Context: an optimization exercise on an open-source flow, tuned for small area and a short achievable clock period. The choices shown serve that exercise and are no tape-out recipe. The RTL was checked by simulation tests, not by an equivalence proof against the original design. Power is estimated from default activity; no workload was simulated.

===== design/flow/design.v =====
module npu_top(
    input  wire        CLKEXT,
    input  wire        RST_GLO,
    input  wire        EN_FSM,
    input  wire        EN_CONFIG,
    input  wire [7:0]  DA,
    input  wire [7:0]  DB,
    input  wire [7:0]  DC,
    input  wire [7:0]  DD,
    input  wire        RD_EN,
    input  wire        EN_PISO_DEB,
    input  wire        CLR_PISO_DEB,
    input  wire        SHIFT_DEB,
    input  wire        SEL_CON,
    output wire [7:0]  D_OUT,
    output wire        FULL,
    output wire        EMPTY
);
    wire RST = RST_GLO;
    reg [15:0] ssfr;
    always @(posedge CLKEXT)
        if (RST)            ssfr <= 16'h2280;
        else if (EN_CONFIG) ssfr <= {DA, DB};
    localparam IDLE = 3'd0, BIAS = 3'd1, ACC = 3'd2, LAST = 3'd3, WAIT = 3'd4;
    localparam O_IDLE = 3'd0, O_S1 = 3'd1, O_S2 = 3'd2, O_S3 = 3'd3, O_S4 = 3'd4, O_S5 = 3'd5;
    reg [15:0] counter;
    reg        ctr_out;
    reg [2:0]  state_acc, state_out;
    reg        out_done, acc_flag;
    reg        f_en_buf, f_clr_buf, f_en_mac, f_rst_mac, f_en_relu, f_clr_piso;
    reg        f_shift, f_en_piso, f_wr;
    always @(posedge CLKEXT) begin
        if (RST) begin
            counter <= {DB, DD};
            ctr_out <= 1'b0;
        end else begin
            ctr_out <= (counter == 16'd1);
            counter <= (counter == 16'd0) ? {DB, DD} : counter - 16'd1;
        end
    end
    always @(posedge CLKEXT) begin
        if (RST) begin
            f_shift <= 1'b0; f_en_piso <= 1'b0; f_wr <= 1'b0; out_done <= 1'b0;
            state_out <= O_IDLE;
        end else begin
            case (state_out)
                O_IDLE: begin
                    f_shift <= 1'b1; f_en_piso <= 1'b0; f_wr <= 1'b0; out_done <= 1'b0;
                    state_out <= f_en_relu ? O_S1 : O_IDLE;
                end
                O_S1: begin
                    f_shift <= 1'b0; f_en_piso <= 1'b1; f_wr <= 1'b0; out_done <= 1'b0;
                    state_out <= O_S2;
                end
                O_S2, O_S3, O_S4: begin
                    f_shift <= 1'b1; f_en_piso <= 1'b1; f_wr <= 1'b1; out_done <= 1'b0;
                    state_out <= state_out + 3'd1;
                end
                O_S5: begin
                    f_shift <= 1'b1; f_en_piso <= 1'b0; f_wr <= 1'b1; out_done <= 1'b1;
                    state_out <= O_IDLE;
                end
                default: begin
                    f_shift <= 1'b0; f_en_piso <= 1'b0; f_wr <= 1'b0; out_done <= 1'b0;
                    state_out <= O_IDLE;
                end
            endcase
        end
    end
    always @(posedge CLKEXT) begin
        if (RST) begin
            f_en_buf <= 1'b0; f_clr_buf <= 1'b1; f_en_mac <= 1'b0; f_rst_mac <= 1'b1;
            f_clr_piso <= 1'b1; f_en_relu <= 1'b0; acc_flag <= 1'b0;
            state_acc <= IDLE;
        end else begin
            case (state_acc)
                IDLE: begin
                    f_en_buf <= 1'b0; f_clr_buf <= 1'b1; f_en_mac <= 1'b0; f_rst_mac <= 1'b0;
                    f_clr_piso <= 1'b1; f_en_relu <= 1'b0; acc_flag <= 1'b0;
                    state_acc <= EN_FSM ? BIAS : IDLE;
                end
                BIAS: begin
                    f_en_buf <= 1'b0; f_clr_buf <= 1'b1; f_en_mac <= 1'b1; f_rst_mac <= 1'b1;
                    f_clr_piso <= 1'b0; f_en_relu <= acc_flag;
                    state_acc <= ACC;
                end
                ACC: begin
                    f_en_buf <= 1'b1; f_clr_buf <= 1'b0; f_en_mac <= 1'b1; f_rst_mac <= 1'b0;
                    f_clr_piso <= 1'b0; f_en_relu <= 1'b0; acc_flag <= 1'b1;
                    state_acc <= !ctr_out ? ACC : (EN_FSM ? BIAS : LAST);
                end
                LAST: begin
                    f_en_buf <= 1'b0; f_clr_buf <= 1'b0; f_en_mac <= 1'b1; f_rst_mac <= 1'b0;
                    f_clr_piso <= 1'b0; f_en_relu <= 1'b1;
                    state_acc <= WAIT;
                end
                WAIT: begin
                    f_en_buf <= 1'b0; f_clr_buf <= 1'b0; f_en_mac <= 1'b0; f_rst_mac <= 1'b0;
                    f_clr_piso <= 1'b0; f_en_relu <= 1'b0;
                    state_acc <= out_done ? IDLE : WAIT;
                end
                default: begin
                    f_en_buf <= 1'b0; f_clr_buf <= 1'b1; f_en_mac <= 1'b0; f_rst_mac <= 1'b1;
                    f_clr_piso <= 1'b1; f_en_relu <= 1'b0; acc_flag <= 1'b0;
                    state_acc <= IDLE;
                end
            endcase
        end
    end
    wire c_en_buf   = SEL_CON ? f_en_buf   : DC[7];
    wire c_clr_buf  = SEL_CON ? f_clr_buf  : DC[6];
    wire c_en_mac   = SEL_CON ? f_en_mac   : DC[5];
    wire c_rst_mac  = SEL_CON ? f_rst_mac  : DC[4];
    wire c_en_relu  = SEL_CON ? f_en_relu  : DC[3];
    wire c_shift    = SEL_CON ? f_shift    : DC[2];
    wire c_en_piso  = SEL_CON ? f_en_piso  : DC[1];
    wire c_clr_piso = SEL_CON ? f_clr_piso : DC[0];
    wire [8:0] con_hi = {c_en_buf, c_clr_buf, c_en_mac, c_rst_mac, c_en_relu,
                         c_shift, c_en_piso, c_clr_piso, f_wr};    
    reg [7:0] bA, bB, bC, bD;
    wire ld_buf = c_en_buf & ~c_clr_buf & ~RST;
    always @(posedge CLKEXT) begin
        bA <= ld_buf ? DA : 8'd0;
        bB <= ld_buf ? DB : 8'd0;
        bC <= ld_buf ? DC : 8'd0;
        bD <= ld_buf ? DD : 8'd0;
    end
    reg [15:0] dt_ssfr;
    reg [8:0]  dt_con;       
    reg [7:0]  dt_a, dt_b, dt_c, dt_d;
    reg        rst_d;
    always @(posedge CLKEXT) begin
        dt_ssfr <= ssfr;
        dt_con  <= con_hi;
        dt_a <= bA; dt_b <= bB; dt_c <= bC; dt_d <= bD;
        rst_d <= RST;
    end
    reg  signed [15:0] prod1, prod2;
    reg         [15:0] acc1_d, acc2_d;
    always @(posedge CLKEXT) begin
        prod1 <= $signed(bA) * $signed(bB);
        prod2 <= $signed(bC) * $signed(bD);
    end
    wire m_en  = dt_con[6];             
    wire m_clr = dt_con[5] | rst_d;     
    function [15:0] sat_add;
        input [15:0] a;
        input [15:0] b;
        reg   [16:0] s;
        begin
            s = {a[15], a} + {b[15], b};
            if (s[16] != s[15]) sat_add = s[16] ? 16'h8000 : 16'h7FFF;
            else                sat_add = s[15:0];
        end
    endfunction
    wire [15:0] acc1_now = m_clr ? 16'd0 : sat_add(acc1_d, m_en ? prod1 : 16'd0);
    wire [15:0] acc2_now = m_clr ? 16'd0 : sat_add(acc2_d, m_en ? prod2 : 16'd0);
    always @(posedge CLKEXT) begin
        acc1_d <= acc1_now;
        acc2_d <= acc2_now;
    end
    wire r_en = dt_con[4] & ~rst_d;     
    wire [15:0] relu1 = (r_en & ~(acc1_d[15] & ~dt_ssfr[12])) ? acc1_d : 16'd0;
    wire [15:0] relu2 = (r_en & ~(acc2_d[15] & ~dt_ssfr[11])) ? acc2_d : 16'd0;
    reg [15:0] largest;
    reg [7:0]  index, next_idx;
    wire c1 = ($signed(relu1) > $signed(largest)) && ($signed(relu1) >= $signed(relu2));
    wire c2 = $signed(relu2) > $signed(largest);
    reg [15:0] largest_n;
    reg [7:0]  index_n, next_idx_n;
    always @* begin
        largest_n = largest; index_n = index; next_idx_n = next_idx;
        if (RST | ssfr[9]) begin
            largest_n = 16'h8000; index_n = 8'd0; next_idx_n = 8'd1;
        end else if (ssfr[10] & c_en_relu) begin
            if (c1) begin largest_n = relu1; index_n = next_idx; end
            else if (c2) begin largest_n = relu2; index_n = next_idx; end
            next_idx_n = next_idx + 8'd1;
        end
    end
    always @(posedge CLKEXT) begin
        largest <= largest_n; index <= index_n; next_idx <= next_idx_n;
    end
    reg [31:0] dt_out;
    reg [7:0]  po [0:3];
    reg [7:0]  po3_n;
    wire po_clr = c_clr_piso | RST;
    always @(posedge CLKEXT) dt_out <= {relu2, relu1};
    always @* begin
        if (po_clr)        po3_n = 8'd0;
        else if (!c_shift) po3_n = dt_out[31:24];
        else if (c_en_piso) po3_n = po[2];
        else               po3_n = po[3];
    end
    integer i;
    always @(posedge CLKEXT) begin
        if (po_clr) begin
            for (i = 0; i < 4; i = i + 1) po[i] <= 8'd0;
        end else if (!c_shift) begin
            for (i = 0; i < 4; i = i + 1) po[i] <= dt_out[8*i +: 8];
        end else if (c_en_piso) begin
            for (i = 3; i > 0; i = i - 1) po[i] <= po[i-1];
        end
    end
    wire [95:0] deb_in = {dt_ssfr, dt_con, 7'd0, acc2_d, acc1_d, dt_d, dt_c, dt_b, dt_a};
    reg [7:0] pd [0:11];
    reg [7:0] pd11_n;
    wire pd_clr = CLR_PISO_DEB | RST;
    always @* begin
        if (pd_clr)           pd11_n = 8'd0;
        else if (!SHIFT_DEB)  pd11_n = deb_in[95:88];
        else if (EN_PISO_DEB) pd11_n = pd[10];
        else                  pd11_n = pd[11];
    end
    integer j;
    always @(posedge CLKEXT) begin
        if (pd_clr) begin
            for (j = 0; j < 12; j = j + 1) pd[j] <= 8'd0;
        end else if (!SHIFT_DEB) begin
            for (j = 0; j < 12; j = j + 1) pd[j] <= deb_in[8*j +: 8];
        end else if (EN_PISO_DEB) begin
            for (j = 11; j > 0; j = j - 1) pd[j] <= pd[j-1];
        end
    end
    reg [7:0] mem [0:127];
    reg [6:0] wr_ptr, rd_ptr;
    reg       full_r, empty_r;
    reg [7:0] rdata;
    wire wr = f_wr & ~full_r;
    wire rd = RD_EN & ~empty_r;
    wire [7:0] rdata_n = RST ? 8'd0 : (rd ? mem[rd_ptr] : rdata);
    always @(posedge CLKEXT) begin
        if (wr) mem[wr_ptr] <= po[3];
    end
    always @(posedge CLKEXT) begin
        rdata <= rdata_n;
        if (RST) begin
            wr_ptr <= 7'd0; rd_ptr <= 7'd0; full_r <= 1'b0; empty_r <= 1'b1;
        end else begin
            if (wr) wr_ptr <= wr_ptr + 7'd1;
            if (rd) rd_ptr <= rd_ptr + 7'd1;
            full_r  <= (full_r & ~rd) | (wr & ~rd & (wr_ptr + 7'd1 == rd_ptr));
            empty_r <= (empty_r & ~wr) | (rd & ~wr & (rd_ptr + 7'd1 == wr_ptr));
        end
    end
    wire [2:0] sel_n = RST ? 3'd1 : (EN_CONFIG ? DA[7:5] : ssfr[15:13]);
    reg  [7:0] dout_n;
    always @* begin
        case (sel_n)
            3'd0: dout_n = rdata_n;
            3'd1: dout_n = po3_n;
            3'd2: dout_n = index_n;
            3'd3: dout_n = largest_n[15:8];
            3'd4: dout_n = largest_n[7:0];
            3'd5: dout_n = pd11_n;
            default: dout_n = 8'd0;
        endcase
    end
    reg [7:0] dout;
    always @(posedge CLKEXT) dout <= dout_n;
    assign D_OUT = dout;
    assign FULL  = full_r;
    assign EMPTY = empty_r;
endmodule

===== design/flow/run.sh =====
#!/bin/bash
# synth_recipe.tcl (not shown) runs the flow's synth.tcl, then flattens the netlist and writes it again
# the make line also repeats each setting of config.mk as NAME=value (left out here)
make -C /OpenROAD-flow-scripts/flow DESIGN_CONFIG=/design/flow/config.mk WORK_HOME=/design/flow/orfs CLKGATE_MAP_FILE= SYNTH_SCRIPT=/design/flow/synth_recipe.tcl finish

===== design/flow/config.mk =====
export PLATFORM = sky130hd
export DESIGN_NAME = npu_top
export DESIGN_NICKNAME = npu_top
export VERILOG_FILES = /design/flow/design.v
export SDC_FILE = /design/flow/constraint.sdc
export NUM_CORES = 4
export LEC_CHECK = 0
export CAP_MARGIN = 20
export CORE_MARGIN = 2
export CORE_UTILIZATION = 40
export SLEW_MARGIN = 20

===== design/flow/constraint.sdc =====
create_clock -name core_clock -period 10.0 [get_ports {CLKEXT}]
set_input_delay 2.0000 -clock core_clock [delete_from_list [all_inputs] [get_ports {CLKEXT}]]
set_output_delay 2.0000 -clock core_clock [all_outputs]
set_load 0.01 [all_outputs]

==> results of run 1 <==
-- metrics by stage --
| stage | area, µm² | setup slack, ns |
|---|---|---|
| finish | 70700 | 4.85 |
| global route | 70700 | 4.64 |
| CTS | 70700 | 4.94 |
| detailed placement | 65500 | 4.58 |
| global placement | 65500 | 4.57 |
| floorplan | 62900 | 5.65 |
-- cells by family (layout without fill, tap and decap cells) --
| group | count (synthesis) | in the layout | share of synthesized area |
|---|---|---|---|
| AOI/OAI and AO/OA | 581 | 581 | 0.0636 |
| xor gates and xnor gates | 94 | 94 | 0.0131 |
| adders and majority gates | 255 | 255 | 0.0640 |
| buffers and inverters | 454 | 627 | 0.0293 |
| DFF | 1459 | 1459 | 0.627 |
| muxes | 462 | 462 | 0.125 |
| other | 0 | 2 | 0 |
| and+or+nand+nor | 1033 | 1033 | 0.0785 |
-- synthesized netlist by cell type, drive strengths merged (19+ instances only) --
library cell and count:
clkbuf 142, nand2 226, xor2 33, mux4 257, nor2b 28, and3 26
o22ai 20, a22oi 62, a31oi 23, buf 71, a211oi 126, and2 157
a21oi 135, fa 112, ha 142, nor2 380, inv 240, nand2b 26
nor4 25, a22o 19, nor3 35, nand4 21, edfxtp 1024, xnor2 61
mux2i 198, o21ai 56, nand3 58, dfxtp 435
-- registers in the layout (all words and copies together), names as in the netlist, 9 cells and up, named ones only --
| signal | count |
|---|---|
| dt_ssfr | 16 |
| prod1 | 16 |
| pd | 96 |
| mem | 1024 |
| ssfr | 16 |
| po | 32 |
| acc1_d | 16 |
| acc2_d | 16 |
| dt_out | 32 |
| dt_con | 9 |
| prod2 | 16 |
| largest | 16 |
| counter | 16 |
-- path summary, 6_finish.rpt --
| path | end | depth (start not counted) | startpoint | slack [ns] |
|---|---|---|---|---|
| worst max-delay path | dout[1] | 10 | flip-flop | 4.85 |
| worst min-delay path | dt_ssfr[11] | 0 | ssfr[11] | 0.34 |
| worst max register to register | dout[1] | 10 | flip-flop | 4.85 |
| worst min register to register | dt_ssfr[11] | 0 | ssfr[11] | 0.34 |
-- report_power, final --
group          total, mW  leakage, nW  internal, mW  switching (mW)
Combinational      0.233         9.13        0.0813           0.152
Clock               5.72         2.51          3.28            2.43
Sequential          6.52         12.7          6.47          0.0526
Total               12.5         24.4          9.83            2.64
-- layout make-up --
cell class	instances	area, µm²	share of cell area
Clock inverter	80	807	0.0114
Sequential cell	1459	39500	0.559
Timing Repair Buffer	98	880	0.0124
Tap cell	2058	2570	0.0364
Antenna cell	2	5.00	0.0000708
Clock buffer	208	4330	0.0613
Multi-Input combinational cell	2425	21700	0.307
Inverter	241	905	0.0128
-- metal layers --
| layer | global-route usage | part of all wire | vias to the layer above |
|---|---|---|---|
| li1 | - | - | 16300 |
| met1 | 0.278 | 0.45 | 18500 |
| met2 | 0.299 | 0.46 | 1131 |
| met3 | 0.0381 | 0.068 | 223 |
| met4 | 0.0504 | 0.022 | 0 |
| met5 | 0 | 0 | - |
==> reports/results.ini, run 1 <==
[final_layout]
nFillCells = 13700
drive_gt1_frac = 0.134
layout_commonest_cell = edfxtp_1
final_core_util = 0.453
layoutNonFillerInstCount = 6571
final_cell_mix = 1024 x edfxtp_1, 422 x dfxtp_1, 380 x nor2_1
area_growth_syn_to_layout_pct = 12.3
num-nets-final = 4677

[sta]
finalHoldViolations = 0
slew_viol_final = 0
period_needed_ns = 5.15
finalCritPeriodShare = 0.515
finalSetupTns_ns = 0
skew_ns = 0.0703
tightestPinTransition_ns = 1.11
finalSetupViolCount = 0
rsz0062_at_grt = false
max_freq_mhz = 194
holdWs_ns = 0.337
slew_headroom = 0.259

[detailed_routing]
drc = 0
drt_iter0_markers = 3809
via_count = 36200
drt-vias-per-instance = 5.51
dr.pass1.iters = 5
postRouteAntennaNets = 0
routed_wl_mm = 156
drt-wirelength-per-cell_um = 23.8

[yosys]
synth-edff-count = 1024
syn_avg_cell_area_um2 = 14.5
synth_cells = 4338
synth_top_area_cell = edfxtp_1
synthDistinctLibCells = 83
synth.top_cell.area_share = 0.489
synth_ff_type = edfxtp_1
ys_seq_area_frac = 0.627
syn_nets = 4633
synth_seq_cells = 1459
netlist_area_um2 = 62900
synthArstFlopShare = 0
ys_warn_count = 3
synth_area_leaders = edfxtp_1 49%, dfxtp_1 14%, mux4_2 9.2%

[clocking]
cts_buffers = 157
cts_htree_levels = 4
root_buffer = clkbuf_16
clk_latency_ns = 0.80
cts_tree = done
numClockSinks = 1459
post_cts_buffers = 0
cts_buffer_depth = 3
holdBufCountCts = 0
cts.repair.resized = 0
clkTransAtPathRegs_ns = 0.06

[setup_path]
cp-start-kind = flip-flop
worst_path_largest_cell_delay_ns = 0.81
cp_cell_sequence = buf_12 > buf_4 > mux4_2 > a221oi_1 > o21ai_0 > a311oi_1 > a211oi_1 > o2bb2ai_1 > a311oi_1 > nand4_1
path_delay_family = compound AO/OA/AOI/OAI gates
cp.arrival_ns = 5.80
cp.required_ns = 10.65
path_buf_inv = 2
cp_max_fo = 133
cpMaxStageDelayCell = dfxtp_4
crit_type = reg -> reg
endpoint_kind = flip-flop
path_common_cell = a311oi_1

[place]
dp_cells = 6281
gp_congestion = 0.892
numPortBuffers = 50
hpwlAfterDp_mm = 103

[power_and_ir_drop]
finalPower_mw = 12.5
power.density_nw_per_um2 = 176
peakVddDrop_v = 0.000199
p_leak_nw = 24.4

[global_routing]
antenna_found_initial = 4
grt-ovfl-total = 0
grt_max_degree = 134
grt_pass1_vias = 36000
grt.total_usage = 0.193
grt_pass1_wl_mm = 234

[hold_path]
hold_path_class = reg -> reg

[floorplanning]
coreArea_um2 = 156000
io_pins = 51
start_util = 0.403
num_rows = 145
die_area_um2 = 161000
die_w_um = 401
die_h_um = 401

[run]
maxCapViolCount = 0

[run_status]
outcome = complete, no violations

==> run 2: changes to the inputs <==
--- a/design/flow/config.mk
+++ b/design/flow/config.mk
@@ -9,3 +9,3 @@
 export CORE_MARGIN = 2
-export CORE_UTILIZATION = 40
+export CORE_UTILIZATION = 65
 export SLEW_MARGIN = 20
==> reports/results.ini, run 2 <==
[detailed_routing]
drt-vias-per-instance = 6.33  ; +15%
via_count = 36500  ; +0.80%
drc = 0  ; unchanged
drt-wirelength-per-cell_um = 26.6  ; +12%
drt_iter0_markers = 3792  ; -0.45%
routed_wl_mm = 153  ; -2.0%
dr.pass1.iters = 6  ; +1
postRouteAntennaNets = 0  ; unchanged

[global_routing]
grt_pass1_wl_mm = 228  ; -2.5%
grt_max_degree = 122  ; -9.0%
antenna_found_initial = 2  ; -2
grt-ovfl-total = 0  ; unchanged
grt.total_usage = 0.314  ; +0.120
grt_pass1_vias = 35600  ; -0.98%

[floorplanning]
start_util = 0.654  ; +0.251
io_pins = 51  ; unchanged
die_area_um2 = 99300  ; -38%
coreArea_um2 = 96300  ; -38%
die_w_um = 315  ; -21%
die_h_um = 315  ; -21%
num_rows = 114  ; -21%

[yosys]
syn_nets = 4633  ; unchanged
synth_cells = 4338  ; unchanged
synth_top_area_cell = edfxtp_1
syn_avg_cell_area_um2 = 14.5  ; unchanged
ys_seq_area_frac = 0.627  ; unchanged
yosysMostFrequentCell = edfxtp_1
synth.top_cell.area_share = 0.489  ; unchanged
synthArstFlopShare = 0  ; unchanged
synthDistinctLibCells = 83  ; unchanged
ys_warn_count = 3  ; unchanged
netlist_area_um2 = 62900  ; unchanged
synth_commonest_cells = 1024 x edfxtp_1, 435 x dfxtp_1, 380 x nor2_1, 257 x mux4_2, 238 x inv_1
synth-edff-count = 1024  ; unchanged
synth_seq_cells = 1459  ; unchanged
synth_area_leaders = edfxtp_1 49%, dfxtp_1 14%, mux4_2 9.2%
synth_ff_type = edfxtp_1

[setup_path]
endpoint_kind = flip-flop
cp-start-kind = input pin
path_buf_inv = 2  ; unchanged
cpMaxStageDelayCell = clkdlybuf4s50_1
path_common_cell = nor2_1
crit_type = in -> reg
worst_path_largest_cell_delay_ns = 1.19  ; +0.38 ns
cp.arrival_ns = 5.65  ; -0.15 ns
cp_cell_sequence = clkdlybuf4s50_1 > nor2b_1 > a211oi_2 > inv_1 > nand2_1 > nor2_1 > a222oi_1 > nor2_1 > or4_1
cp.required_ns = 10.62  ; -0.03 ns
path_delay_family = buffers and inverters
cp_max_fo = 19  ; -86%

[sta]
holdWs_ns = 0.348  ; +0.0102 ns
finalHoldViolations = 0  ; unchanged
finalCritPeriodShare = 0.502  ; -0.0123
slew_headroom = 0.202  ; -0.0577
worst_slack_ns = 4.98  ; +0.123 ns
tightestPinTransition_ns = 1.19  ; +0.0844 ns
finalSetupTns_ns = 0  ; unchanged
period_needed_ns = 5.02  ; -0.123 ns
rsz0062_at_grt = false
slew_viol_final = 0  ; unchanged
max_freq_mhz = 199  ; +2.4%
finalSetupViolCount = 0  ; unchanged
skew_ns = 0.0269  ; -0.0434 ns

[final_layout]
nFillCells = 6352  ; -54%
regMostFlops = mem
final_cell_mix = 1024 x edfxtp_1, 423 x dfxtp_1, 378 x nor2_1
reg_top3 = mem: 1024 flops, pd: 96 flops
drive_gt1_frac = 0.129  ; -0.00438
layout_commonest_cell = edfxtp_1
num-nets-final = 4672  ; -0.11%
largest_reg_flops = 1024  ; unchanged
layoutNonFillerInstCount = 5765  ; -12%
area_growth_syn_to_layout_pct = 9.99

[power_and_ir_drop]
p_leak_nw = 24.1  ; -0.97%
peakVddDrop_v = 0.000192  ; -3.4%
power.density_nw_per_um2 = 173  ; -1.8%

[place]
dp_cells = 5503  ; -12%
hpwlAfterDp_mm = 100  ; -2.5%
pre_cts_slack_ns = 4.12  ; -0.456 ns
numPortBuffers = 50  ; unchanged
gp_congestion = 0.964  ; +8.1%

[clocking]
numClockSinks = 1459  ; unchanged
cts.repair.resized = 0  ; unchanged
clk_latency_ns = 0.77  ; -0.03 ns
holdBufCountCts = 0  ; unchanged
cts_tree = done
cts_buffers = 146  ; -7.0%
cts_htree_levels = 4  ; unchanged
cts_buffer_depth = 3  ; unchanged
clkTransAtPathRegs_ns = 0.06  ; about the same
root_buffer = clkbuf_16
post_cts_buffers = 0  ; unchanged

[run_status]
outcome = complete, no violations

[run]
maxCapViolCount = 0  ; unchanged

[hold_path]
hold_path_class = reg -> reg

-- run 2: cell counts after synthesis --
Identical to the previous run, type by type.
-- run 2: cell type report --
cell class	instances	area [µm²]	area share
sequential	1459	39500	0.571
multi-input combinational	2425	21700	0.314
clock buffer	199	4060	0.0586
tap	1276	1600	0.0231
timing repair buffer	104	970	0.0140
inverter	241	905	0.0131
clock inverter	58	489	0.00707
antenna	3	7.51	0.000108
-- run 2: stage by stage --
stage | utilization | power [mW] | instance area [µm²]
finish | 0.719 | 12.0 | 69200
global route | 0.719 | 12.3 | 69200
CTS | 0.718 | 12.0 | 69200
detailed placement | 0.671 | 6.88 | 64600
global placement | 0.671 | 6.87 | 64600
floorplan | - | 6.78 | 62900
-- run 2: worst paths after layout --
path	start	to	slack, ns	cells after the start
worst min-delay path	ssfr[7]	dt_ssfr[7]	0.35	0
worst max-delay path	EN_CONFIG	dout[4]	4.98	9
worst max register to register	flip-flop	dout[3]	5.07	11
worst min register to register	ssfr[7]	dt_ssfr[7]	0.35	0
-- run 2: kinds of logic (layout without fill, tap and decap cells) --
| group | Yosys count | in the layout | share of synthesized area |
|---|---|---|---|
| mux | 462 | 462 | 0.125 |
| fa+ha+maj | 255 | 255 | 0.0640 |
| buf+inv | 454 | 602 | 0.0293 |
| xor+xnor | 94 | 94 | 0.0131 |
| simple gates | 1033 | 1033 | 0.0785 |
| other cells | 0 | 3 | 0 |
| flops | 1459 | 1459 | 0.627 |
| compound gates | 581 | 581 | 0.0636 |
-- run 2: where the power goes --
group	switching, mW	internal, mW
combinational	0.156	0.0823
clock	2.26	2.97
sequential	0.0483	6.47
-- run 2: routing by layer --
layer,global-route usage,share of wire
met1,0.448,0.41
met2,0.501,0.48
met3,0.0447,0.069
met4,0.110,0.033
met5,0,0
==> run 3: changes to the inputs <==
--- a/design/flow/design.v
+++ b/design/flow/design.v
@@ -1 +1,230 @@
+module acc_step (
+    input  wire [15:0] acc,
+    input  wire [15:0] ps,
+    input  wire [15:0] pc,
+    input  wire        psg,
+    input  wire        clr,
+    output wire [15:0] nxt
+);
+    wire [15:0] t_s = acc ^ ps ^ pc;
+    wire [15:0] t_c = (acc & ps) | (pc & (acc ^ ps));
+    wire [15:0] sum;
+    add16 ADD (.x(t_s), .y({t_c[14:0], 1'b0}), .z(sum));
+    wire ovf = (acc[15] == psg) & (sum[15] != acc[15]);
+    assign nxt = clr ? 16'd0 : (ovf ? (acc[15] ? 16'h8000 : 16'h7FFF) : sum);
+endmodule
+module booth8_cs(input wire [7:0] a, input wire [7:0] b, output wire [15:0] s, output wire [15:0] c);
+    wire [8:0] b9 = {b, 1'b0};
+    wire one0 = b9[1] ^ b9[0];
+    wire two0 = (b9[2] & ~b9[1] & ~b9[0]) | (~b9[2] & b9[1] & b9[0]);
+    wire neg0 = b9[2] & ~(b9[1] & b9[0]);
+    wire m0_0 = ((one0 & a[0]) | (two0 & 1'b0)) ^ neg0;
+    wire m0_1 = ((one0 & a[1]) | (two0 & a[0])) ^ neg0;
+    wire m0_2 = ((one0 & a[2]) | (two0 & a[1])) ^ neg0;
+    wire m0_3 = ((one0 & a[3]) | (two0 & a[2])) ^ neg0;
+    wire m0_4 = ((one0 & a[4]) | (two0 & a[3])) ^ neg0;
+    wire m0_5 = ((one0 & a[5]) | (two0 & a[4])) ^ neg0;
+    wire m0_6 = ((one0 & a[6]) | (two0 & a[5])) ^ neg0;
+    wire m0_7 = ((one0 & a[7]) | (two0 & a[6])) ^ neg0;
+    wire m0_8 = ((one0 & a[7]) | (two0 & a[7])) ^ neg0;
+    wire m0_9 = ((one0 & a[7]) | (two0 & a[7])) ^ neg0;
+    wire ns0 = ~m0_9;
+    wire one1 = b9[3] ^ b9[2];
+    wire two1 = (b9[4] & ~b9[3] & ~b9[2]) | (~b9[4] & b9[3] & b9[2]);
+    wire neg1 = b9[4] & ~(b9[3] & b9[2]);
+    wire m1_0 = ((one1 & a[0]) | (two1 & 1'b0)) ^ neg1;
+    wire m1_1 = ((one1 & a[1]) | (two1 & a[0])) ^ neg1;
+    wire m1_2 = ((one1 & a[2]) | (two1 & a[1])) ^ neg1;
+    wire m1_3 = ((one1 & a[3]) | (two1 & a[2])) ^ neg1;
+    wire m1_4 = ((one1 & a[4]) | (two1 & a[3])) ^ neg1;
+    wire m1_5 = ((one1 & a[5]) | (two1 & a[4])) ^ neg1;
+    wire m1_6 = ((one1 & a[6]) | (two1 & a[5])) ^ neg1;
+    wire m1_7 = ((one1 & a[7]) | (two1 & a[6])) ^ neg1;
+    wire m1_8 = ((one1 & a[7]) | (two1 & a[7])) ^ neg1;
+    wire m1_9 = ((one1 & a[7]) | (two1 & a[7])) ^ neg1;
+    wire ns1 = ~m1_9;
+    wire one2 = b9[5] ^ b9[4];
+    wire two2 = (b9[6] & ~b9[5] & ~b9[4]) | (~b9[6] & b9[5] & b9[4]);
+    wire neg2 = b9[6] & ~(b9[5] & b9[4]);
+    wire m2_0 = ((one2 & a[0]) | (two2 & 1'b0)) ^ neg2;
+    wire m2_1 = ((one2 & a[1]) | (two2 & a[0])) ^ neg2;
+    wire m2_2 = ((one2 & a[2]) | (two2 & a[1])) ^ neg2;
+    wire m2_3 = ((one2 & a[3]) | (two2 & a[2])) ^ neg2;
+    wire m2_4 = ((one2 & a[4]) | (two2 & a[3])) ^ neg2;
+    wire m2_5 = ((one2 & a[5]) | (two2 & a[4])) ^ neg2;
+    wire m2_6 = ((one2 & a[6]) | (two2 & a[5])) ^ neg2;
+    wire m2_7 = ((one2 & a[7]) | (two2 & a[6])) ^ neg2;
+    wire m2_8 = ((one2 & a[7]) | (two2 & a[7])) ^ neg2;
+    wire m2_9 = ((one2 & a[7]) | (two2 & a[7])) ^ neg2;
+    wire ns2 = ~m2_9;
+    wire one3 = b9[7] ^ b9[6];
+    wire two3 = (b9[8] & ~b9[7] & ~b9[6]) | (~b9[8] & b9[7] & b9[6]);
+    wire neg3 = b9[8] & ~(b9[7] & b9[6]);
+    wire m3_0 = ((one3 & a[0]) | (two3 & 1'b0)) ^ neg3;
+    wire m3_1 = ((one3 & a[1]) | (two3 & a[0])) ^ neg3;
+    wire m3_2 = ((one3 & a[2]) | (two3 & a[1])) ^ neg3;
+    wire m3_3 = ((one3 & a[3]) | (two3 & a[2])) ^ neg3;
+    wire m3_4 = ((one3 & a[4]) | (two3 & a[3])) ^ neg3;
+    wire m3_5 = ((one3 & a[5]) | (two3 & a[4])) ^ neg3;
+    wire m3_6 = ((one3 & a[6]) | (two3 & a[5])) ^ neg3;
+    wire m3_7 = ((one3 & a[7]) | (two3 & a[6])) ^ neg3;
+    wire m3_8 = ((one3 & a[7]) | (two3 & a[7])) ^ neg3;
+    wire m3_9 = ((one3 & a[7]) | (two3 & a[7])) ^ neg3;
+    wire ns3 = ~m3_9;
+    wire ts1 = m0_6 ^ m1_4;
+    wire tc2 = m0_6 & m1_4;
+    wire ts3 = m0_7 ^ m1_5;
+    wire tc4 = m0_7 & m1_5;
+    wire ts5 = m0_8 ^ m1_6;
+    wire tc6 = m0_8 & m1_6;
+    wire ts7 = ns0 ^ m1_7 ^ m2_5;
+    wire tc8 = (ns0 & m1_7) | (m2_5 & (ns0 ^ m1_7));
+    wire ts9 = m1_8 ^ m2_6;
+    wire tc10 = m1_8 & m2_6;
+    wire ts11 = m0_4 ^ m1_2;
+    wire tc12 = m0_4 & m1_2;
+    wire ts13 = m0_5 ^ m1_3;
+    wire tc14 = m0_5 & m1_3;
+    wire ts15 = m2_2 ^ m3_0 ^ neg3;
+    wire tc16 = (m2_2 & m3_0) | (neg3 & (m2_2 ^ m3_0));
+    wire ts17 = m2_3 ^ m3_1 ^ tc2;
+    wire tc18 = (m2_3 & m3_1) | (tc2 & (m2_3 ^ m3_1));
+    wire ts19 = m2_4 ^ m3_2 ^ tc4;
+    wire tc20 = (m2_4 & m3_2) | (tc4 & (m2_4 ^ m3_2));
+    wire ts21 = m3_3 ^ 1'b1 ^ tc6;
+    wire tc22 = (m3_3 & 1'b1) | (tc6 & (m3_3 ^ 1'b1));
+    wire ts23 = m3_4 ^ 1'b1 ^ tc8;
+    wire tc24 = (m3_4 & 1'b1) | (tc8 & (m3_4 ^ 1'b1));
+    wire ts25 = ns1 ^ m2_7 ^ m3_5;
+    wire tc26 = (ns1 & m2_7) | (m3_5 & (ns1 ^ m2_7));
+    wire ts27 = m2_8 ^ m3_6;
+    wire tc28 = m2_8 & m3_6;
+    wire ts29 = m0_2 ^ m1_0;
+    wire tc30 = m0_2 & m1_0;
+    wire ts31 = m0_3 ^ m1_1;
+    wire tc32 = m0_3 & m1_1;
+    wire ts33 = m2_0 ^ neg2 ^ ts11;
+    wire tc34 = (m2_0 & neg2) | (ts11 & (m2_0 ^ neg2));
+    wire ts35 = m2_1 ^ tc12 ^ ts13;
+    wire tc36 = (m2_1 & tc12) | (ts13 & (m2_1 ^ tc12));
+    wire ts37 = ts1 ^ tc14 ^ ts15;
+    wire tc38 = (ts1 & tc14) | (ts15 & (ts1 ^ tc14));
+    wire ts39 = ts3 ^ tc16 ^ ts17;
+    wire tc40 = (ts3 & tc16) | (ts17 & (ts3 ^ tc16));
+    wire ts41 = ts5 ^ tc18 ^ ts19;
+    wire tc42 = (ts5 & tc18) | (ts19 & (ts5 ^ tc18));
+    wire ts43 = ts7 ^ tc20 ^ ts21;
+    wire tc44 = (ts7 & tc20) | (ts21 & (ts7 ^ tc20));
+    wire ts45 = ts9 ^ tc22 ^ ts23;
+    wire tc46 = (ts9 & tc22) | (ts23 & (ts9 ^ tc22));
+    wire ts47 = tc10 ^ tc24 ^ ts25;
+    wire tc48 = (tc10 & tc24) | (ts25 & (tc10 ^ tc24));
+    wire ts49 = 1'b1 ^ tc26 ^ ts27;
+    wire tc50 = (1'b1 & tc26) | (ts27 & (1'b1 ^ tc26));
+    wire ts51 = ns2 ^ m3_7 ^ tc28;
+    wire tc52 = (ns2 & m3_7) | (tc28 & (ns2 ^ m3_7));
+    wire ts53 = m3_8 ^ 1'b1;
+    wire tc54 = m3_8 & 1'b1;
+    assign s[0] = m0_0;
+    assign c[0] = neg0;
+    assign s[1] = m0_1;
+    assign c[1] = 1'b0;
+    assign s[2] = neg1;
+    assign c[2] = ts29;
+    assign s[3] = tc30;
+    assign c[3] = ts31;
+    assign s[4] = tc32;
+    assign c[4] = ts33;
+    assign s[5] = tc34;
+    assign c[5] = ts35;
+    assign s[6] = tc36;
+    assign c[6] = ts37;
+    assign s[7] = tc38;
+    assign c[7] = ts39;
+    assign s[8] = tc40;
+    assign c[8] = ts41;
+    assign s[9] = tc42;
+    assign c[9] = ts43;
+    assign s[10] = tc44;
+    assign c[10] = ts45;
+    assign s[11] = tc46;
+    assign c[11] = ts47;
+    assign s[12] = tc48;
+    assign c[12] = ts49;
+    assign s[13] = tc50;
+    assign c[13] = ts51;
+    assign s[14] = tc52;
+    assign c[14] = ts53;
+    assign s[15] = ns3;
+    assign c[15] = tc54;
+endmodule
+module add16(input wire [15:0] x, input wire [15:0] y, output wire [15:0] z);
+    wire [15:0] g0 = x & y;
+    wire [15:0] p0 = x ^ y;
+    wire g1_1 = g0[1] | (p0[1] & g0[0]);
+    wire g1_3 = g0[3] | (p0[3] & g0[2]);
+    wire p1_3 = p0[3] & p0[2];
+    wire g1_5 = g0[5] | (p0[5] & g0[4]);
+    wire p1_5 = p0[5] & p0[4];
+    wire g1_7 = g0[7] | (p0[7] & g0[6]);
+    wire p1_7 = p0[7] & p0[6];
+    wire g1_9 = g0[9] | (p0[9] & g0[8]);
+    wire p1_9 = p0[9] & p0[8];
+    wire g1_11 = g0[11] | (p0[11] & g0[10]);
+    wire p1_11 = p0[11] & p0[10];
+    wire g1_13 = g0[13] | (p0[13] & g0[12]);
+    wire p1_13 = p0[13] & p0[12];
+    wire g1_15 = g0[15] | (p0[15] & g0[14]);
+    wire p1_15 = p0[15] & p0[14];
+    wire g2_2 = g0[2] | (p0[2] & g1_1);
+    wire g2_3 = g1_3 | (p1_3 & g1_1);
+    wire g2_6 = g0[6] | (p0[6] & g1_5);
+    wire p2_6 = p0[6] & p1_5;
+    wire g2_7 = g1_7 | (p1_7 & g1_5);
+    wire p2_7 = p1_7 & p1_5;
+    wire g2_10 = g0[10] | (p0[10] & g1_9);
+    wire p2_10 = p0[10] & p1_9;
+    wire g2_11 = g1_11 | (p1_11 & g1_9);
+    wire p2_11 = p1_11 & p1_9;
+    wire g2_14 = g0[14] | (p0[14] & g1_13);
+    wire p2_14 = p0[14] & p1_13;
+    wire g2_15 = g1_15 | (p1_15 & g1_13);
+    wire p2_15 = p1_15 & p1_13;
+    wire g3_4 = g0[4] | (p0[4] & g2_3);
+    wire g3_5 = g1_5 | (p1_5 & g2_3);
+    wire g3_6 = g2_6 | (p2_6 & g2_3);
+    wire g3_7 = g2_7 | (p2_7 & g2_3);
+    wire g3_12 = g0[12] | (p0[12] & g2_11);
+    wire p3_12 = p0[12] & p2_11;
+    wire g3_13 = g1_13 | (p1_13 & g2_11);
+    wire p3_13 = p1_13 & p2_11;
+    wire g3_14 = g2_14 | (p2_14 & g2_11);
+    wire p3_14 = p2_14 & p2_11;
+    wire g3_15 = g2_15 | (p2_15 & g2_11);
+    wire p3_15 = p2_15 & p2_11;
+    wire g4_8 = g0[8] | (p0[8] & g3_7);
+    wire g4_9 = g1_9 | (p1_9 & g3_7);
+    wire g4_10 = g2_10 | (p2_10 & g3_7);
+    wire g4_11 = g2_11 | (p2_11 & g3_7);
+    wire g4_12 = g3_12 | (p3_12 & g3_7);
+    wire g4_13 = g3_13 | (p3_13 & g3_7);
+    wire g4_14 = g3_14 | (p3_14 & g3_7);
+    wire g4_15 = g3_15 | (p3_15 & g3_7);
+    assign z[0] = p0[0];
+    assign z[1] = p0[1] ^ g0[0];
+    assign z[2] = p0[2] ^ g1_1;
+    assign z[3] = p0[3] ^ g2_2;
+    assign z[4] = p0[4] ^ g2_3;
+    assign z[5] = p0[5] ^ g3_4;
+    assign z[6] = p0[6] ^ g3_5;
+    assign z[7] = p0[7] ^ g3_6;
+    assign z[8] = p0[8] ^ g3_7;
+    assign z[9] = p0[9] ^ g4_8;
+    assign z[10] = p0[10] ^ g4_9;
+    assign z[11] = p0[11] ^ g4_10;
+    assign z[12] = p0[12] ^ g4_11;
+    assign z[13] = p0[13] ^ g4_12;
+    assign z[14] = p0[14] ^ g4_13;
+    assign z[15] = p0[15] ^ g4_14;
+endmodule
 module npu_top(
@@ -137,22 +366,22 @@
     end
-    reg  signed [15:0] prod1, prod2;
-    reg         [15:0] acc1_d, acc2_d;
+    wire [15:0] s1, c1w, s2, c2w;
+    booth8_cs MUL1 (.a(bA), .b(bB), .s(s1), .c(c1w));
+    booth8_cs MUL2 (.a(bC), .b(bD), .s(s2), .c(c2w));
+    wire sg1 = (bA[7] ^ bB[7]) & (|bA) & (|bB);
+    wire sg2 = (bC[7] ^ bD[7]) & (|bC) & (|bD);
+    reg [15:0] ps1, pc1, ps2, pc2;
+    reg        psg1, psg2;
+    reg [15:0] acc1_d, acc2_d;
     always @(posedge CLKEXT) begin
-        prod1 <= $signed(bA) * $signed(bB);
-        prod2 <= $signed(bC) * $signed(bD);
+        ps1 <= c_en_mac ? s1 : 16'd0;
+        pc1 <= c_en_mac ? c1w : 16'd0;
+        ps2 <= c_en_mac ? s2 : 16'd0;
+        pc2 <= c_en_mac ? c2w : 16'd0;
+        psg1 <= c_en_mac & sg1;
+        psg2 <= c_en_mac & sg2;
     end
-    wire m_en  = dt_con[6];             
     wire m_clr = dt_con[5] | rst_d;     
-    function [15:0] sat_add;
-        input [15:0] a;
-        input [15:0] b;
-        reg   [16:0] s;
-        begin
-            s = {a[15], a} + {b[15], b};
-            if (s[16] != s[15]) sat_add = s[16] ? 16'h8000 : 16'h7FFF;
-            else                sat_add = s[15:0];
-        end
-    endfunction
-    wire [15:0] acc1_now = m_clr ? 16'd0 : sat_add(acc1_d, m_en ? prod1 : 16'd0);
-    wire [15:0] acc2_now = m_clr ? 16'd0 : sat_add(acc2_d, m_en ? prod2 : 16'd0);
+    wire [15:0] acc1_now, acc2_now;
+    acc_step ACC1 (.acc(acc1_d), .ps(ps1), .pc(pc1), .psg(psg1), .clr(m_clr), .nxt(acc1_now));
+    acc_step ACC2 (.acc(acc2_d), .ps(ps2), .pc(pc2), .psg(psg2), .clr(m_clr), .nxt(acc2_now));
     always @(posedge CLKEXT) begin
@@ -162,8 +391,17 @@
     wire r_en = dt_con[4] & ~rst_d;     
-    wire [15:0] relu1 = (r_en & ~(acc1_d[15] & ~dt_ssfr[12])) ? acc1_d : 16'd0;
-    wire [15:0] relu2 = (r_en & ~(acc2_d[15] & ~dt_ssfr[11])) ? acc2_d : 16'd0;
     reg [15:0] largest;
     reg [7:0]  index, next_idx;
-    wire c1 = ($signed(relu1) > $signed(largest)) && ($signed(relu1) >= $signed(relu2));
-    wire c2 = $signed(relu2) > $signed(largest);
+    wire g1 = r_en & ~(acc1_d[15] & ~dt_ssfr[12]);
+    wire g2 = r_en & ~(acc2_d[15] & ~dt_ssfr[11]);
+    wire [15:0] relu1 = g1 ? acc1_d : 16'd0;
+    wire [15:0] relu2 = g2 ? acc2_d : 16'd0;
+    wire a1_gt_l  = $signed(acc1_d) > $signed(largest);
+    wire a2_gt_l  = $signed(acc2_d) > $signed(largest);
+    wire a1_ge_a2 = $signed(acc1_d) >= $signed(acc2_d);
+    wire r1_gt_l  = g1 ? a1_gt_l : largest[15];
+    wire r2_gt_l  = g2 ? a2_gt_l : largest[15];
+    wire r1_ge_r2 = g1 ? (g2 ? a1_ge_a2 : ~acc1_d[15])
+                       : (g2 ? (acc2_d[15] | (acc2_d == 16'd0)) : 1'b1);
+    wire c1 = r1_gt_l & r1_ge_r2;
+    wire c2 = r2_gt_l;
     reg [15:0] largest_n;
==> reports/results.ini, run 3 <==
[hold_path]
hold_path_class = reg -> reg

[detailed_routing]
drc = 0  ; unchanged
dr.pass1.iters = 6  ; unchanged
routed_wl_mm = 162  ; +5.6%
drt-wirelength-per-cell_um = 28.4  ; +7.0%
postRouteAntennaNets = 0  ; unchanged
drt_iter0_markers = 5171  ; +36%
drt-vias-per-instance = 6.53  ; +3.2%
via_count = 37100  ; +1.8%

[yosys]
synth-edff-count = 1024  ; unchanged
synth_seq_cells = 1489  ; +2.1%
syn_nets = 4503  ; -2.8%
synth_area_leaders = edfxtp_1 50%, dfxtp_1 15%, mux4_2 7.5%
netlist_area_um2 = 61900  ; -1.6%
synth_commonest_cells = 1024 x edfxtp_1, 465 x dfxtp_1, 409 x nor2_1, 253 x mux2i_1, 206 x mux4_2
synthArstFlopShare = 0  ; unchanged
synthDistinctLibCells = 77  ; -7.2%
ys_seq_area_frac = 0.647  ; +0.0201
yosysMostFrequentCell = edfxtp_1
synth_top_area_cell = edfxtp_1
synth_cells = 4285  ; -1.2%
synth_ff_type = edfxtp_1
syn_avg_cell_area_um2 = 14.4  ; -0.41%
synth.top_cell.area_share = 0.497  ; +0.00810
ys_warn_count = 3  ; unchanged

[run_status]
outcome = complete, no violations

[clocking]
clk_latency_ns = 0.76  ; about the same
cts_buffers = 148  ; +1.4%
post_cts_buffers = 0  ; unchanged
cts_buffer_depth = 3  ; unchanged
clkTransAtPathRegs_ns = 0.06  ; about the same
cts_tree = done
cts_htree_levels = 4  ; unchanged
cts.repair.resized = 0  ; unchanged
root_buffer = clkbuf_16
numClockSinks = 1489  ; +2.1%
holdBufCountCts = 0  ; unchanged

[global_routing]
grt_pass1_wl_mm = 236  ; +3.7%
grt-ovfl-total = 0  ; unchanged
grt_pass1_vias = 35200  ; -1.1%
antenna_found_initial = 5  ; +3
grt_max_degree = 105  ; -14%
grt.total_usage = 0.332  ; +0.0188

[sta]
slew_viol_final = 0  ; unchanged
period_needed_ns = 4.67  ; -0.357 ns
slew_headroom = 0.140  ; -0.0615
finalSetupViolCount = 0  ; unchanged
holdWs_ns = 0.343  ; -0.00455 ns
finalHoldViolations = 0  ; unchanged
finalSetupTns_ns = 0  ; unchanged
max_freq_mhz = 214  ; +7.6%
worst_slack_ns = 5.33  ; +0.357 ns
tightestPinTransition_ns = 1.29  ; +0.0966 ns
rsz0062_at_grt = false
skew_ns = 0.0219  ; -0.00502 ns
finalCritPeriodShare = 0.467  ; -0.0357

[final_layout]
stdcell_area_um2 = 68300  ; -1.4%
layout_commonest_cell = edfxtp_1
reg_top3 = mem: 1024 flops, pd: 96 flops
largest_reg_flops = 1024  ; unchanged
area_growth_syn_to_layout_pct = 10.3
drive_gt1_frac = 0.126  ; -0.00299
regMostFlops = mem
num-nets-final = 4514  ; -3.4%
seq_area_um2 = 40100  ; +1.5%
final_cell_mix = 1024 x edfxtp_1, 452 x dfxtp_1, 407 x nor2_1
nFillCells = 6191  ; -2.5%
multi_input_area_um2 = 20300  ; -6.3%

[power_and_ir_drop]
p_leak_nw = 23.3  ; -3.6%
finalPower_mw = 12.8  ; +6.4%
peakVddDrop_v = 0.000169  ; -12%
power.density_nw_per_um2 = 187  ; +7.9%

[floorplanning]
io_pins = 51  ; unchanged
coreArea_um2 = 94700  ; -1.6%
die_w_um = 313  ; -0.81%
die_area_um2 = 97700  ; -1.6%
start_util = 0.654  ; about the same
num_rows = 113  ; -0.88%
die_h_um = 313  ; -0.81%

[setup_path]
cp.arrival_ns = 5.30  ; -0.35 ns
cp-start-kind = input pin
cp.required_ns = 10.63  ; about the same
endpoint_kind = flip-flop
cp_max_fo = 27  ; +8
crit_type = in -> reg

[place]
hpwlAfterDp_mm = 106  ; +6.3%
numPortBuffers = 50  ; unchanged
gp_congestion = 0.917  ; -4.9%
place_area_um2 = 63500  ; -1.8%
pre_cts_slack_ns = 4.65  ; +0.526 ns

[run]
maxCapViolCount = 0  ; unchanged

==> run 3: path summary, 6_finish.rpt <==
path / to / start / slack [ns] / cells after the start
min: dt_ssfr[1] / ssfr[1] / 0.34 / 0
min reg2reg: dt_ssfr[1] / ssfr[1] / 0.34 / 0
max reg2reg: acc1_d[12] / acc1_d[2] / 5.38 / 11
max: dout[3] / SEL_CON / 5.33 / 6
==> run 3: cells by family (layout without fill, tap and decap cells) <==
family                   Yosys count  after routing  synth area share
XOR/XNOR                         138            138            0.0195
AO/OA/AOI/OAI                    628            628            0.0693
other                              0              4                 0
buffers and inverters            368            501            0.0260
multiplexers                     486            486             0.121
adder cells (fa/ha/maj)          177            177            0.0428
flip-flops                      1489           1489             0.647
AND/OR/NAND/NOR                  999            999            0.0747
==> run 3: layer usage <==
metal	share of wire	track usage	vias to the layer above
li1	-	-	16200
met1	0.44	0.526	18800
met2	0.44	0.475	1876
met3	0.11	0.0726	251
met4	0.021	0.0796	2
met5	0.000080	0	-
==> run 3: layout make-up <==
| cell class | count | share of cell area |
|---|---|---|
| repair buffers | 121 | 0.0157 |
| clock buffers | 207 | 0.0611 |
| well taps | 1265 | 0.0232 |
| clock inverters | 65 | 0.00885 |
| flip-flops and latches | 1489 | 0.587 |
| diodes | 4 | 0.000147 |
| multi-input cells | 2428 | 0.298 |
| inverters | 108 | 0.00594 |
==> run 3: where the power goes <==
group	switching, mW	total [mW]	internal (mW)
clock network	2.31	5.46	3.15
registers	0.123	6.74	6.61
logic	0.339	0.558	0.218
==> run 3: stage by stage <==
stage,cells,util
after floorplan,4285,-
after global placement,5410,0.670
after detailed placement,5411,0.670
after CTS,5683,0.721
after global routing,5683,0.721
final,5687,0.721
==> run 3: worst max-delay path: stages <==
cell and delay (ns):
clkdlybuf4s50_1 0.83, mux2_2 0.38, and2_1 0.69, nand2_1 0.79, a32oi_1 0.47, nand4_1 0.12
==> run 4: changes to the inputs <==
--- a/design/flow/config.mk
+++ b/design/flow/config.mk
@@ -10,2 +10,3 @@
 export CORE_UTILIZATION = 65
+export SETUP_SLACK_MARGIN = 5
 export SLEW_MARGIN = 20
==> reports/results.ini, run 4 <==
[yosys]
synth_commonest_cells = 1024 x edfxtp_1, 465 x dfxtp_1, 409 x nor2_1, 253 x mux2i_1, 206 x mux4_2
netlist_area_um2 = 61900  ; unchanged
synth-edff-count = 1024  ; unchanged
synthDistinctLibCells = 77  ; unchanged
synthArstFlopShare = 0  ; unchanged
synth_top_area_cell = edfxtp_1
syn_nets = 4503  ; unchanged
syn_avg_cell_area_um2 = 14.4  ; unchanged
synth.top_cell.area_share = 0.497  ; unchanged
synth_area_leaders = edfxtp_1 50%, dfxtp_1 15%, mux4_2 7.5%
synth_ff_type = edfxtp_1
yosysMostFrequentCell = edfxtp_1
ys_warn_count = 3  ; unchanged
synth_cells = 4285  ; unchanged
synth_seq_cells = 1489  ; unchanged
ys_seq_area_frac = 0.647  ; unchanged

[detailed_routing]
drt-wirelength-per-cell_um = 28.4  ; unchanged
postRouteAntennaNets = 0  ; unchanged
routed_wl_mm = 162  ; unchanged
drc = 0  ; unchanged
drt_iter0_markers = 5171  ; unchanged
dr.pass1.iters = 6  ; unchanged
via_count = 37100  ; unchanged
drt-vias-per-instance = 6.53  ; unchanged

[hold_path]
min_delay_path_depth = 0  ; unchanged
holdCritStartpoint = ssfr[1]
hold_path_class = reg -> reg
min_to = dt_ssfr[1]

[clocking]
root_buffer = clkbuf_16
numClockSinks = 1489  ; unchanged
cts.repair.resized = 0  ; unchanged
holdBufCountCts = 0  ; unchanged
post_cts_buffers = 0  ; unchanged
clkTransAtPathRegs_ns = 0.06  ; about the same
cts_buffers = 148  ; unchanged
cts_htree_levels = 4  ; unchanged
cts_buffer_depth = 3  ; unchanged
cts_tree = done
clk_latency_ns = 0.76  ; about the same

[final_layout]
stdcell_area_um2 = 68300  ; unchanged
area_growth_syn_to_layout_pct = 10.3  ; unchanged
regMostFlops = mem
seq_area_um2 = 40100  ; unchanged
num-nets-final = 4514  ; unchanged
drive_gt1_frac = 0.126  ; unchanged
nFillCells = 6191  ; unchanged
multi_input_area_um2 = 20300  ; unchanged
layout_commonest_cell = edfxtp_1
largest_reg_flops = 1024  ; unchanged
reg_top3 = mem: 1024 flops, pd: 96 flops
final_cell_mix = 1024 x edfxtp_1, 452 x dfxtp_1, 407 x nor2_1

[sta]
skew_ns = 0.0219  ; unchanged
rsz0062_at_grt = false
finalSetupTns_ns = 0  ; unchanged
finalHoldViolations = 0  ; unchanged
slew_headroom = 0.140  ; unchanged
finalCritPeriodShare = 0.467  ; unchanged
slew_viol_final = 0  ; unchanged
tightestPinTransition_ns = 1.29  ; unchanged
period_needed_ns = 4.67  ; unchanged
finalSetupViolCount = 0  ; unchanged
max_freq_mhz = 214  ; unchanged

[floorplanning]
start_util = 0.654  ; unchanged
coreArea_um2 = 94700  ; unchanged
die_area_um2 = 97700  ; unchanged
die_w_um = 313  ; unchanged
die_h_um = 313  ; unchanged
num_rows = 113  ; unchanged
io_pins = 51  ; unchanged

[setup_path]
cp.required_ns = 10.63  ; about the same
r2r_setup_slack_ns = 5.38  ; about the same
r2r_start = acc1_d[2]
endpoint_kind = flip-flop
cp.arrival_ns = 5.30  ; about the same
rr_endpoint = acc1_d[12]
crit_type = in -> reg
cp_max_fo = 27  ; unchanged
reg2regPathDepth = 11  ; unchanged
cp-start-kind = input pin

[place]
hpwlAfterDp_mm = 106  ; unchanged
place_area_um2 = 63500  ; unchanged
gp_congestion = 0.917  ; unchanged
numPortBuffers = 50  ; unchanged

[run_status]
outcome = complete, no violations

[global_routing]
grt.total_usage = 0.332  ; unchanged
grt_pass1_wl_mm = 236  ; unchanged
antenna_found_initial = 5  ; unchanged
grt_max_degree = 105  ; unchanged
grt-ovfl-total = 0  ; unchanged
grt_pass1_vias = 35200  ; unchanged

[power_and_ir_drop]
peakVddDrop_v = 0.000169  ; unchanged
p_leak_nw = 23.3  ; unchanged
power.density_nw_per_um2 = 187  ; unchanged

[run]
maxCapViolCount = 0  ; unchanged

[run 4: how the worst max path moves through the flow]
stage               startpoint       to  slack [ns]
floorplan              SEL_CON  dout[4]        5.77
global placement     EN_CONFIG  dout[5]        4.54
detailed placement     SEL_CON  dout[3]        4.65
CTS                  flip-flop  dout[7]        5.32
global route         flip-flop  dout[7]        5.09
finish                 SEL_CON  dout[3]        5.33
[run 4: cell families (layout without fill, tap and decap cells)]
logic type	Yosys count	count (layout)	share of synthesized area
other cells	0	4	0
compound gates	628	628	0.0693
buf+inv	368	501	0.0260
flops	1489	1489	0.647
fa+ha+maj	177	177	0.0428
xor+xnor	138	138	0.0195
simple gates	999	999	0.0747
mux	486	486	0.121
[run 4: final cells by class]
class,instances,share of cell area
antenna,4,0.000147
clock buffer,207,0.0611
clock inverter,65,0.00885
inverter,108,0.00594
multi-input combinational,2428,0.298
sequential,1489,0.587
tap,1265,0.0232
timing repair buffer,121,0.0157
[run 4: worst max-delay path: stages]
cell,delay [ns]
clkdlybuf4s50_1,0.83
mux2_2,0.38
and2_1,0.69
nand2_1,0.79
a32oi_1,0.47
nand4_1,0.12
[run 4: power breakdown]
group,leakage (nW),switching (mW),internal [mW]
clock,2.34,2.31,3.15
combinational,7.73,0.339,0.218
sequential,13.2,0.123,6.61
total,23.3,2.77,9.99
[run 4: per-stage QoR]
stage / cells / util / hold WS (ns) / setup slack, ns / total power, mW
after global routing: 5683 / 0.721 / 0.363 / 5.09 / 13.1
after floorplan: 4285 / - / 0.324 / 5.77 / 7.19
final: 5687 / 0.721 / 0.343 / 5.33 / 12.8
after CTS: 5683 / 0.721 / 0.342 / 5.32 / 12.8
after detailed placement: 5411 / 0.670 / 0.340 / 4.65 / 7.41
after global placement: 5410 / 0.670 / 0.337 / 4.54 / 7.39
[run 4: metal layers]
layer	track usage	vias to the layer above	part of all wire
met3	0.0726	251	0.11
met1	0.526	18800	0.44
met5	0	-	0.000080
li1	-	16200	-
met4	0.0796	2	0.021
met2	0.475	1876	0.44
==> run 5: changes to the inputs <==
--- a/design/flow/design.v
+++ b/design/flow/design.v
@@ -8,6 +8,3 @@
 );
-    wire [15:0] t_s = acc ^ ps ^ pc;
-    wire [15:0] t_c = (acc & ps) | (pc & (acc ^ ps));
-    wire [15:0] sum;
-    add16 ADD (.x(t_s), .y({t_c[14:0], 1'b0}), .z(sum));
+    wire [15:0] sum = acc + ps + pc;
     wire ovf = (acc[15] == psg) & (sum[15] != acc[15]);
@@ -463,8 +460,9 @@
     reg [7:0] mem [0:127];
-    reg [6:0] wr_ptr, rd_ptr;
+    reg [6:0] wr_ptr, rp1;
     reg       full_r, empty_r;
-    reg [7:0] rdata;
+    reg [7:0] rdata, head;
     wire wr = f_wr & ~full_r;
     wire rd = RD_EN & ~empty_r;
-    wire [7:0] rdata_n = RST ? 8'd0 : (rd ? mem[rd_ptr] : rdata);
+    wire one_left = (rp1 == wr_ptr);            
+    wire [7:0] rdata_n = RST ? 8'd0 : (rd ? head : rdata);
     always @(posedge CLKEXT) begin
@@ -474,9 +472,11 @@
         rdata <= rdata_n;
+        if (rd) head <= (wr & one_left) ? po[3] : mem[rp1];
+        else if (wr & empty_r) head <= po[3];
         if (RST) begin
-            wr_ptr <= 7'd0; rd_ptr <= 7'd0; full_r <= 1'b0; empty_r <= 1'b1;
+            wr_ptr <= 7'd0; rp1 <= 7'd1; full_r <= 1'b0; empty_r <= 1'b1;
         end else begin
             if (wr) wr_ptr <= wr_ptr + 7'd1;
-            if (rd) rd_ptr <= rd_ptr + 7'd1;
-            full_r  <= (full_r & ~rd) | (wr & ~rd & (wr_ptr + 7'd1 == rd_ptr));
-            empty_r <= (empty_r & ~wr) | (rd & ~wr & (rd_ptr + 7'd1 == wr_ptr));
+            if (rd) rp1 <= rp1 + 7'd1;
+            full_r  <= (full_r & ~rd) | (wr & ~rd & (wr_ptr + 7'd2 == rp1));
+            empty_r <= (empty_r & ~wr) | (rd & ~wr & one_left);
         end
==> design/flow/flow/run.sh (new file) <==
#!/bin/bash
set -euo pipefail
bash standard.sh SETUP_SLACK_MARGIN=7 finish > standard_flow.log 2>&1
==> design/flow/standard.sh (new file) <==
#!/bin/bash
# synth_recipe.tcl (not shown) runs the flow's synth.tcl, then flattens the netlist and writes it again
# the make line also repeats each setting of config.mk as NAME=value (left out here)
make -C /OpenROAD-flow-scripts/flow DESIGN_CONFIG=/design/flow/config.mk WORK_HOME=/design/flow/orfs CLKGATE_MAP_FILE= SYNTH_SCRIPT=/design/flow/synth_recipe.tcl "${@:-finish}"
--- a/design/flow/config.mk
+++ b/design/flow/config.mk
@@ -10,3 +10,2 @@
 export CORE_UTILIZATION = 65
-export SETUP_SLACK_MARGIN = 5
 export SLEW_MARGIN = 20
removed: design/flow/run.sh
==> reports/results.ini, run 5 <==
[run_status]
outcome = complete, no violations

[final_layout]
area_growth_syn_to_layout_pct = 16.7
layout_commonest_cell = edfxtp_1
nFillCells = 5381  ; -13%
drive_gt1_frac = 0.269  ; +0.142
num-nets-final = 4340  ; -3.9%
final_cell_mix = 1032 x edfxtp_1, 404 x dfxtp_1, 336 x mux4_2
reg_top3 = mem: 1024 flops, pd: 96 flops
largest_reg_flops = 1024  ; unchanged
regMostFlops = mem

[detailed_routing]
routed_wl_mm = 169  ; +4.3%
postRouteAntennaNets = 0  ; unchanged
drc = 0  ; unchanged
drt-wirelength-per-cell_um = 30.7  ; +7.9%
drt-vias-per-instance = 6.65  ; +1.9%
drt_iter0_markers = 4739  ; -8.4%
via_count = 36600  ; -1.5%
dr.pass1.iters = 6  ; unchanged

[power_and_ir_drop]
peakVddDrop_v = 0.000225  ; +33%
pwr-share-clk = 0.419  ; -0.009
p_switching_mw = 3.13  ; +13%
seq_power_share = 0.508  ; -0.020
comb_power_share = 0.072  ; +0.028
power.density_nw_per_um2 = 187  ; +0.27%
switching_share = 0.232  ; +0.0153
intPower_mw = 10.3  ; +3.5%
p_leak_nw = 24.4  ; +4.7%
finalPower_mw = 13.5  ; +5.5%

[place]
numPortBuffers = 50  ; unchanged
hpwlAfterDp_mm = 96.5  ; -9.3%
gp_congestion = 0.911  ; -0.65%

[sta]
tightestPinTransition_ns = 1.07  ; -0.219 ns
skew_ns = 0.0394  ; +0.0175 ns
rsz0062_at_grt = true
finalCritPeriodShare = 0.326  ; -0.141
finalSetupViolCount = 0  ; unchanged
period_needed_ns = 3.26  ; -1.41 ns
slew_headroom = 0.286  ; +0.146
slew_viol_final = 0  ; unchanged
max_freq_mhz = 307  ; +43%
finalSetupTns_ns = 0  ; unchanged
finalHoldViolations = 0  ; unchanged

[clocking]
clk_latency_ns = 0.77  ; about the same
root_buffer = clkbuf_16
numClockSinks = 1497  ; +0.54%
cts_buffer_depth = 3  ; unchanged
cts_tree = done
cts_htree_levels = 4  ; unchanged
clkTransAtPathRegs_ns = 0.06  ; about the same
cts_buffers = 148  ; unchanged

[hold_path]
hold_path_class = reg -> reg
min_delay_path_depth = 0  ; unchanged

[global_routing]
grt_busiest_layer = met2
grt_max_degree = 117  ; +11%
met1_usage = 0.478  ; -0.0484
grt-ovfl-total = 0  ; unchanged
grt_pass1_wl_mm = 249  ; +5.2%
grt.total_usage = 0.352  ; +0.0194
grt_util_met3 = 0.0741  ; +0.00142
antenna_found_initial = 9  ; +4
grt_pass1_vias = 37200  ; +5.6%
gr-usage-met2 = 0.564  ; +0.0888

[setup_path]
cp.required_ns = 10.63  ; about the same
cp-start-kind = flip-flop
cp.arrival_ns = 3.88  ; -1.42 ns
endpoint_kind = flip-flop
crit_type = reg -> reg
reg2regPathDepth = 10  ; -1
cp_max_fo = 5  ; -81%

[floorplanning]
num_rows = 112  ; -0.88%
io_pins = 51  ; unchanged
die_h_um = 312  ; -0.26%
die_w_um = 312  ; -0.26%
die_area_um2 = 97200  ; -0.52%
coreArea_um2 = 93600  ; -1.2%
start_util = 0.658  ; +0.00435

[yosys]
synth_top_area_cell = edfxtp_1
synth_area_leaders = edfxtp_1 50%, dfxtp_1 15%, mux4_2 12%
synth_seq_cells = 1497  ; +0.54%
synth_commonest_cells = 1032 x edfxtp_1, 465 x dfxtp_1, 402 x nor2_1, 336 x mux4_2, 162 x mux2i_1
synth-edff-count = 1032  ; +0.78%
synth_cells = 3943  ; -8.0%
ys_warn_count = 3  ; unchanged
synthArstFlopShare = 0  ; unchanged
synth.top_cell.area_share = 0.503  ; +0.00651
syn_avg_cell_area_um2 = 15.6  ; +8.1%
synth_ff_type = edfxtp_1
yosysMostFrequentCell = edfxtp_1
ys_seq_area_frac = 0.654  ; +0.00730
syn_nets = 4160  ; -7.6%
netlist_area_um2 = 61600  ; -0.52%
synthDistinctLibCells = 68  ; -12%

[run]
maxCapViolCount = 0  ; unchanged

## run 5: cell types whose count changed after synthesis, sizes merged, moves of 15 or more
cell / previous run / this run
mux4: 206 / 336
o22ai: 21 / 1
mux2: 27 / 8
o2111ai: 15 / 0
nand3: 63 / 44
a21o: 25 / 10
nor3: 68 / 24
nand2: 200 / 130
clkbuf: 167 / 149
a22oi: 99 / 45
mux2i: 253 / 163
## run 5: what timing repair did
item	4_1_cts	5_1_grt
resized for setup	434	72
pin swaps	49	24
buffers inserted	112	29
gates cloned	38	1
setup endpoints to repair	1351	311
hold buffers	0	0
## run 5: per-layer routing
layer,routed length (µm),vias up
li1,-,15400
met1,63100,18700
met2,82100,2104
met3,16300,399
met4,7130,6
met5,40,-
## run 5: kinds of logic (layout without fill, tap and decap cells)
group / count (synthesis) / after routing / synth area share
other: 0 / 2 / 0
AO/OA/AOI/OAI: 479 / 479 / 0.0509
adder cells (fa/ha/maj): 176 / 176 / 0.0423
AND/OR/NAND/NOR: 818 / 827 / 0.0608
XOR/XNOR: 133 / 133 / 0.0189
flip-flops: 1497 / 1497 / 0.654
buffers and inverters: 333 / 623 / 0.0218
multiplexers: 507 / 507 / 0.151
## run 5: area by class of cell
| class | instances | area [µm²] | area share |
|---|---|---|---|
| Sequential cell | 1497 | 40500 | 0.563 |
| Multi-Input combinational cell | 2122 | 21400 | 0.297 |
| Clock buffer | 197 | 4170 | 0.0580 |
| Timing Repair Buffer | 253 | 3170 | 0.0442 |
| Tap cell | 1254 | 1570 | 0.0218 |
| Clock inverter | 72 | 727 | 0.0101 |
| Inverter | 101 | 393 | 0.00547 |
| Antenna cell | 2 | 5.00 | 0.0000696 |
## run 5: critical path: stages (launching register included)
cell and delay, ns:
dfxtp_4 0.41, inv_1 0.15, ha_1 0.33, nand4_1 0.18, a2111oi_2 0.42, nor4b_2 0.11
mux2_4 0.38, and4_4 0.22, nor2_4 0.21, mux2_4 0.33, a2111o_1 0.38
## run 5: path summary, 6_finish.rpt
path                    from    endpoint  slack (ns)
setup reg to reg  acc2_d[14]     dout[0]        6.74
hold / removal       ssfr[5]  dt_ssfr[5]        0.35
hold reg to reg      ssfr[5]  dt_ssfr[5]        0.35
setup / recovery  acc2_d[14]     dout[0]        6.74
## run 5: power by group through the flow
| stage | clock [mW] | combinational (mW) | sequential [mW] |
|---|---|---|---|
| finish | 5.65 | 0.976 | 6.84 |
| global route | 5.91 | 1.05 | 6.84 |
| floorplan | 0 | 0.522 | 6.89 |
| global placement | 0 | 0.688 | 6.99 |
| CTS | 5.64 | 0.896 | 6.85 |
| detailed placement | 0 | 0.716 | 7.00 |
## run 5: stage by stage
stage | hold WS [ns] | util | setup WS [ns] | cells | cell area [µm²]
floorplan | 0.324 | - | 6.20 | 3943 | 62500
global route | 0.357 | 0.768 | 6.74 | 5496 | 71900
global placement | 0.341 | 0.678 | 4.74 | 5047 | 63500
finish | 0.350 | 0.768 | 6.74 | 5498 | 71900
detailed placement | 0.333 | 0.678 | 4.71 | 5047 | 63500
CTS | 0.353 | 0.762 | 6.73 | 5466 | 71300

[re-timing with driven ports]
Ports are ideal in the flow. The routed layouts listed here were re-timed in OpenROAD.
Step 1 sets driving cells, clkbuf_16 on the clock port and buf_2 on the other inputs (assumed; they add their load-dependent delay and slew).
Step 2 moves the port delays by t, midway between the first and last clock arrival at a register: inputs arrive t later, outputs are due t later. That takes back most of the time a late clock gives input paths.
a / b / c = no drivers / after step 1 / after step 2; a / b = the first two.
| run | shift t [ns] | setup WS [ns] | worst register clock-pin slew, ns |
|---|---|---|---|
| run 1 | 0.847 | 4.853 / 4.853 / 4.410 | 0.06 / 0.06 |
| run 2 | 0.824 | 4.975 / 4.947 / 4.124 | 0.07 / 0.07 |
| run 3 | 0.825 | 5.332 / 5.374 / 4.549 | 0.06 / 0.06 |
| run 4 | 0.825 | 5.332 / 5.374 / 4.549 | 0.06 / 0.06 |
| run 5 | 0.833 | 6.745 / 6.688 / 5.995 | 0.08 / 0.08 |
After both steps every run listed still meets setup and hold. The setup slack of run 2, which loses most, moves by -0.028 ns with the drivers and by -0.851 ns with both steps.
